Background: an optimization exercise with open tools, aiming at small area and a short achievable clock period. Do not read the settings as production practice. Function not checked in this run: the RTL went through the layout flow alone.

==> design/flow/design.v <==
module floatMult (
    floatA,
    floatB,
    product
);
    input [31:0] floatA, floatB;
    output reg [31:0] product;
    reg        sign;
    reg [ 7:0] exponent;
    reg [22:0] mantissa;
    reg [23:0] fractionA, fractionB;   
    reg [47:0] fraction;
    always @(floatA or floatB) begin
        if (floatA == 0 || floatB == 0) begin
            product = 0;
        end else begin
            sign = floatA[31] ^ floatB[31];
            exponent = floatA[30:23] + floatB[30:23] - 8'd127 + 8'd2;
            fractionA = {1'b1, floatA[22:0]};
            fractionB = {1'b1, floatB[22:0]};
            fraction = fractionA * fractionB;
            if (fraction[47] == 1'b1) begin
                fraction = fraction << 1;
                exponent = exponent - 1;
            end else if (fraction[46] == 1'b1) begin
                fraction = fraction << 2;
                exponent = exponent - 2;
            end else if (fraction[45] == 1'b1) begin
                fraction = fraction << 3;
                exponent = exponent - 3;
            end else if (fraction[44] == 1'b1) begin
                fraction = fraction << 4;
                exponent = exponent - 4;
            end else if (fraction[43] == 1'b1) begin
                fraction = fraction << 5;
                exponent = exponent - 5;
            end else if (fraction[42] == 1'b1) begin
                fraction = fraction << 6;
                exponent = exponent - 6;
            end else if (fraction[41] == 1'b1) begin
                fraction = fraction << 7;
                exponent = exponent - 7;
            end else if (fraction[40] == 1'b1) begin
                fraction = fraction << 8;
                exponent = exponent - 8;
            end else if (fraction[39] == 1'b1) begin
                fraction = fraction << 9;
                exponent = exponent - 9;
            end else if (fraction[38] == 1'b0) begin
                fraction = fraction << 10;
                exponent = exponent - 10;
            end else if (fraction[37] == 1'b1) begin
                fraction = fraction << 11;
                exponent = exponent - 11;
            end else if (fraction[36] == 1'b1) begin
                fraction = fraction << 12;
                exponent = exponent - 12;
            end else if (fraction[35] == 1'b1) begin
                fraction = fraction << 13;
                exponent = exponent - 13;
            end else if (fraction[34] == 1'b1) begin
                fraction = fraction << 14;
                exponent = exponent - 14;
            end else if (fraction[33] == 1'b1) begin
                fraction = fraction << 15;
                exponent = exponent - 15;
            end else if (fraction[32] == 1'b1) begin
                fraction = fraction << 16;
                exponent = exponent - 16;
            end else if (fraction[31] == 1'b1) begin
                fraction = fraction << 17;
                exponent = exponent - 17;
            end else if (fraction[30] == 1'b1) begin
                fraction = fraction << 18;
                exponent = exponent - 18;
            end else if (fraction[29] == 1'b0) begin
                fraction = fraction << 19;
                exponent = exponent - 19;
            end else if (fraction[28] == 1'b1) begin
                fraction = fraction << 20;
                exponent = exponent - 20;
            end else if (fraction[27] == 1'b1) begin
                fraction = fraction << 21;
                exponent = exponent - 21;
            end else if (fraction[26] == 1'b1) begin
                fraction = fraction << 22;
                exponent = exponent - 22;
            end else if (fraction[27] == 1'b1) begin
                fraction = fraction << 23;
                exponent = exponent - 23;
            end
            mantissa = fraction[47:25];
            product = {
                sign, exponent, mantissa
            };
        end
    end
endmodule
module floatAdd (
    floatA,
    floatB,
    sum
);
    input [31:0] floatA, floatB;
    output reg [31:0] sum;
    reg        sign;
    reg [ 7:0] exponent;
    reg [22:0] mantissa;
    reg [7:0] exponentA, exponentB;
    reg [23:0] fractionA, fractionB, fraction;   
    reg [7:0] shiftAmount;
    reg       cout;
    always @(floatA or floatB) begin
        exponentA = floatA[30:23];
        exponentB = floatB[30:23];
        fractionA = {1'b1, floatA[22:0]};
        fractionB = {1'b1, floatB[22:0]};
        exponent  = exponentA;
        if (floatA == 0) begin   
            sum = floatB;
        end else if (floatB == 0) begin   
            sum = floatA;
        end else if (floatA[30:0] == floatB[30:0] && floatA[31] ^ floatB[31] == 1'b1) begin
            sum = 0;
        end else begin
            if (exponentB > exponentA) begin
                shiftAmount = exponentB - exponentA;
                fractionA = fractionA >> (shiftAmount);
                exponent = exponentB;
            end else if (exponentA > exponentB) begin
                shiftAmount = exponentA - exponentB;
                fractionB = fractionB >> (shiftAmount);
                exponent = exponentA;
            end
            if (floatA[31] == floatB[31]) begin   
                {cout, fraction} = fractionA + fractionB;
                if (cout == 1'b1) begin
                    {cout, fraction} = {cout, fraction} >> 1;
                    exponent = exponent + 1;
                end
                sign = floatA[31];
            end else begin   
                if (floatA[31] == 1'b1) begin
                    {cout, fraction} = fractionB - fractionA;
                end else begin
                    {cout, fraction} = fractionA - fractionB;
                end
                sign = cout;
                if (cout == 1'b1) begin
                    fraction = -fraction;
                end else begin
                end
                if (fraction[23] == 0) begin
                    if (fraction[22] == 1'b1) begin
                        fraction = fraction << 1;
                        exponent = exponent - 1;
                    end else if (fraction[21] == 1'b1) begin
                        fraction = fraction << 2;
                        exponent = exponent - 2;
                    end else if (fraction[20] == 1'b1) begin
                        fraction = fraction << 3;
                        exponent = exponent - 3;
                    end else if (fraction[19] == 1'b1) begin
                        fraction = fraction << 4;
                        exponent = exponent - 4;
                    end else if (fraction[18] == 1'b1) begin
                        fraction = fraction << 5;
                        exponent = exponent - 5;
                    end else if (fraction[17] == 1'b1) begin
                        fraction = fraction << 6;
                        exponent = exponent - 6;
                    end else if (fraction[16] == 1'b1) begin
                        fraction = fraction << 7;
                        exponent = exponent - 7;
                    end else if (fraction[15] == 1'b1) begin
                        fraction = fraction << 8;
                        exponent = exponent - 8;
                    end else if (fraction[14] == 1'b1) begin
                        fraction = fraction << 9;
                        exponent = exponent - 9;
                    end else if (fraction[13] == 1'b1) begin
                        fraction = fraction << 10;
                        exponent = exponent - 10;
                    end else if (fraction[12] == 1'b1) begin
                        fraction = fraction << 11;
                        exponent = exponent - 11;
                    end else if (fraction[11] == 1'b1) begin
                        fraction = fraction << 12;
                        exponent = exponent - 12;
                    end else if (fraction[10] == 1'b1) begin
                        fraction = fraction << 13;
                        exponent = exponent - 13;
                    end else if (fraction[9] == 1'b1) begin
                        fraction = fraction << 14;
                        exponent = exponent - 14;
                    end else if (fraction[8] == 1'b1) begin
                        fraction = fraction << 15;
                        exponent = exponent - 15;
                    end else if (fraction[7] == 1'b1) begin
                        fraction = fraction << 16;
                        exponent = exponent - 16;
                    end else if (fraction[6] == 1'b1) begin
                        fraction = fraction << 17;
                        exponent = exponent - 17;
                    end else if (fraction[5] == 1'b1) begin
                        fraction = fraction << 18;
                        exponent = exponent - 18;
                    end else if (fraction[4] == 1'b1) begin
                        fraction = fraction << 19;
                        exponent = exponent - 19;
                    end else if (fraction[3] == 1'b1) begin
                        fraction = fraction << 20;
                        exponent = exponent - 20;
                    end else if (fraction[2] == 1'b1) begin
                        fraction = fraction << 21;
                        exponent = exponent - 21;
                    end else if (fraction[1] == 1'b1) begin
                        fraction = fraction << 22;
                        exponent = exponent - 22;
                    end else if (fraction[0] == 1'b1) begin
                        fraction = fraction << 23;
                        exponent = exponent - 23;
                    end
                end
            end
            mantissa = fraction[22:0];
            sum = {sign, exponent, mantissa};
        end
    end
endmodule
module processingElement (
    clk,
    reset,
    floatA,
    floatB,
    result
);
    parameter DATA_WIDTH = 32;
    input clk, reset;
    input [DATA_WIDTH-1:0] floatA, floatB;
    output reg [DATA_WIDTH-1:0] result;
    wire [DATA_WIDTH-1:0] multResult;
    wire [DATA_WIDTH-1:0] addResult;
    floatMult FM (
        floatA,
        floatB,
        multResult
    );
    floatAdd FADD (
        multResult,
        result,
        addResult
    );
    always @(posedge clk or posedge reset) begin
        if (reset == 1'b1) begin
            result <= 0;
        end else begin
            result <= addResult;
        end
    end
endmodule
==> design/flow/run.sh <==
#!/bin/bash
# synth_recipe.tcl (not shown) runs the flow's synth.tcl, then flattens the netlist and writes it again
# the make line also repeats each setting of config.mk as NAME=value (left out here)
make -C /OpenROAD-flow-scripts/flow DESIGN_CONFIG=/design/flow/config.mk WORK_HOME=/design/flow/orfs CLKGATE_MAP_FILE= SYNTH_SCRIPT=/design/flow/synth_recipe.tcl finish
==> design/flow/config.mk <==
export PLATFORM = sky130hd
export DESIGN_NAME = processingElement
export DESIGN_NICKNAME = processingElement
export VERILOG_FILES = /design/flow/design.v
export SDC_FILE = /design/flow/constraint.sdc
export NUM_CORES = 4
export LEC_CHECK = 0
export CAP_MARGIN = 20
export CORE_MARGIN = 2
export CORE_UTILIZATION = 40
export SLEW_MARGIN = 20
==> design/flow/constraint.sdc <==
create_clock -name core_clock -period 24.0 [get_ports {clk}]
set_input_delay 4.8000 -clock core_clock [delete_from_list [all_inputs] [get_ports {clk}]]
set_output_delay 4.8000 -clock core_clock [all_outputs]
set_load 0.01 [all_outputs]
==> notes.md <==
## per-layer routing
metal  GRT usage (%)  routed length, µm  vias to the layer above
met4            13.0              10200                        6
met2            51.5              87400                     3738
met3            9.50              28100                      743
li1                -                  -                    21800
met1            51.1              89600                    24900
met5           0.368                 86                        -
## critical path: cells and delay by family
family          cells  cell delay (ns)
xor+xnor            2             0.74
fa+ha+maj          10             5.05
buf+inv            10             2.75
simple gates       12             3.35
mux                 2             0.43
compound gates     23             6.37
## worst min-delay path by stage
stage	slack (ns)	start	to	cells past startpoint
5_1_grt	0.71	result[0]	result[0]	2
2_1_floorplan	0.59	result[30]	result[30]	2
6_report	0.71	result[0]	result[0]	2
3_3_place_gp	0.67	result[0]	result[0]	2
4_1_cts	0.69	result[0]	result[0]	2
3_5_place_dp	0.68	result[0]	result[0]	2
## logic make-up after synthesis
logic type      after synthesis
mux                          94
flops                        32
buf+inv                    1255
fa+ha+maj                   809
xor+xnor                    233
simple gates               2016
compound gates             1833
## layout by cell type, fill, tap and decap left out, types with 32 or more instances in the layout
master and instances:
a221oi_1 59, a211oi_1 110, fa_1 488, and2_1 418
o22ai_1 55, ha_1 320, nor4_1 57, clkdlybuf4s50_1 76
o31ai_1 32, nand4_1 61, a21oi_1 392, nand2_1 566
nor2_1 418, inv_1 720, o211ai_1 88, or3_1 37
o221ai_1 87, xnor2_1 161, a2111oi_0 34, buf_4 364
a311oi_1 49, o21ai_0 308, nand3_1 148, mux2i_1 71
a21o_1 64, dfrtp_1 32, a31oi_1 114, o21a_1 34
nand2b_1 34, nor3_1 142, o2111ai_1 38, xor2_1 32
## area by class of cell
class / instances / share of cell area, %
Antenna cell: 1 / 0.00504
Clock buffer: 5 / 0.252
Clock inverter: 3 / 0.0479
Inverter: 729 / 5.51
Multi-Input combinational cell: 4985 / 80.7
Sequential cell: 32 / 1.61
Tap cell: 1500 / 3.78
Timing Repair Buffer: 477 / 8.13
## stage by stage
stage                     setup WS [ns]  util (%)
after floorplan                    4.61         -
after global placement            0.696      43.9
after detailed placement          0.767      43.9
after CTS                         0.956      44.0
after global routing             0.0193      44.1
final                             0.674      44.1
## repair_timing
action,4_1_cts,5_1_grt
gates resized for setup,0,24
buffers inserted,0,5
setup endpoints to repair,0,20
hold buffers,0,0
==> key figures <==
Outcome
  • Status: finished clean

Worst setup path
  • RR Startpoint: result[25]
  • Worst EP arrival: 23.56 ns
  • Termination of the worst setup path: result[28]
  • Crit path from: floatA[14]
  • CP Launch Type: primary input
  • Crit-path slowest cell: clkdlybuf4s50_1
  • R2R Setup Slk: 14.01 ns
  • Path type of the worst setup path: primary input to flip-flop
  • Critical Path Sink Type: flip-flop
  • Critical Path Most Common Cell: fa_1
  • RR Endpoint: result[28]
  • Critical Path RT: 24.23 ns
  • Crit-path max FO: 25
  • Max incr delay on CP: 1.15 ns
  • Reg2reg path depth: 34

Timing
  • Highest Clock Rate: 42.9 MHz
  • TNS Setup: 0 ns
  • Max_slew headroom: 16.6%
  • Min cycle time layout: 23.33 ns
  • WHS: 0.713 ns
  • RSZ-0062 raised after global routing: no
  • Crit share post-route: 97.2%
  • Layout Skew: 0.00856 ns
  • Endpoints failing hold: 0
  • Worst Max-Slew Pin Slew: 1.25 ns
  • Final Setup Violations: 0
  • Slew Limit Fails: 0

Finish
  • Layout fillers: 11700
  • Largest Register: result
  • Storage cell area: 801 µm²
  • Regs by FF count: result x32
  • Post-Layout Cell Count: 7732
  • Multi-input gate area: 0.0400 mm²
  • Number of flip-flops under the largest register name: 32
  • Layout cells sized above 1: 9.28%
  • Cell area after layout: 0.0497 mm²
  • Synthesis-to-layout area growth: 9.05%
  • Final nets: 7105

Min path
  • Min-Delay Path Class: flip-flop to flip-flop

Clocking
  • CTS tree: done
  • Clock buffer depth: 2
  • Htree depth: 2
  • Worst skew pair latency: 0.29 ns
  • Root buffer cell: clkbuf_16
  • CTS buffer count: 5
  • Worst-path clk slew: 0.07 ns
  • CTS sink cnt: 32

Placement
  • RePlAce Congestion: 1.04
  • Placed Cells incl. Taps: 7718
  • Detailed-placement wirelength estimate: 164 mm
  • Placement Cell Area: 0.0494 mm²
  • I/O Buffers: 97

Yosys
  • Post-Syn Area: 0.0455 mm²
  • Synth warn: 3
  • Post-Syn Nets: 7147
  • Top cell type's share of synthesized area: 21.5%
  • Post-synthesis simple-gate area fraction: 21.9%
  • Synth area leaders: fa_1 (21%), ha_1 (8.8%), inv_1 (5.9%), and2_1 (5.8%), nand2_1 (4.7%)
  • FF+latch count, synth: 32
  • Synthesized netlist cell count: 6272
  • Area leader, netlist: fa_1
  • Synth top cells by count: inv_1 (720), nand2_1 (566), fa_1 (488)
  • Synth Flop Type: dfrtp_1
  • Syn Area/Cell: 7.26 µm²
  • Synth async-reset ratio: 100%
  • Post-synthesis sequential area ratio: 1.76%
  • Largest family of logic cells by synthesized area: adder cells
  • Top-count cell post-synth: inv_1
  • Mux cell area share after synthesis: 2.29%
  • Yosys cell types: 128
  • XOR/XNOR share of the synthesized area: 4.66%
  • Synthesized-area fraction occupied by adder cells: 30.3%
  • Synth Area in Compound Gates: 27.9%
  • EDFF count, synth: 0

Detailed routing
  • 1st-iter DRT viols: 8233
  • Via-per-instance ratio: 6.62
  • DRC viols: 0
  • DR pass1 iterations: 8
  • Final ANT Viol Nets: 0
  • Vias post-DR: 51200
  • Final wirelength: 215 mm
  • Average wire per standard cell: 27.8 µm

Global routing
  • Vias in the first global route: 48600
  • Initial antenna violation count: 3
  • GRT Overall Usage: 35.8%
  • Largest net degree at the start of global routing: 44
  • First-pass GRT wire length: 322 mm
  • Remaining global-route overflow: 0

Die
  • DIE WIDTH: 341 µm
  • Die H: 341 µm
  • Die Area: 0.117 mm²
  • Initial Util: 40.4%
  • Core Rows: 123
  • IO Pins: 98
  • Core area: 0.113 mm²

Run
  • Max-cap violations: 0

-- port drivers added, routing unchanged --
How much do the figures lean on ideal ports? The routed layout below was timed once more, with nothing changed but the port constraints. Step 1 sets driving cells, clkbuf_16 on the clock port and buf_2 on the other inputs (assumed; they add their load-dependent delay and slew). Step 2 moves the port delays by t, midway between the first and last clock arrival at a register: inputs arrive t later, outputs are due t later. That takes back most of the time a late clock gives input paths. Three values: ideal, step 1, step 2; two values: the first two.
t (ns): 0.329
setup WS [ns]: 0.674 / 0.691 / 0.362
hold slack, ns: 0.713 / 0.713 / 0.713
After both steps setup and hold are still met in this run. For this run, drivers alone change the setup slack by +0.017 ns; drivers and shift together by -0.312 ns.
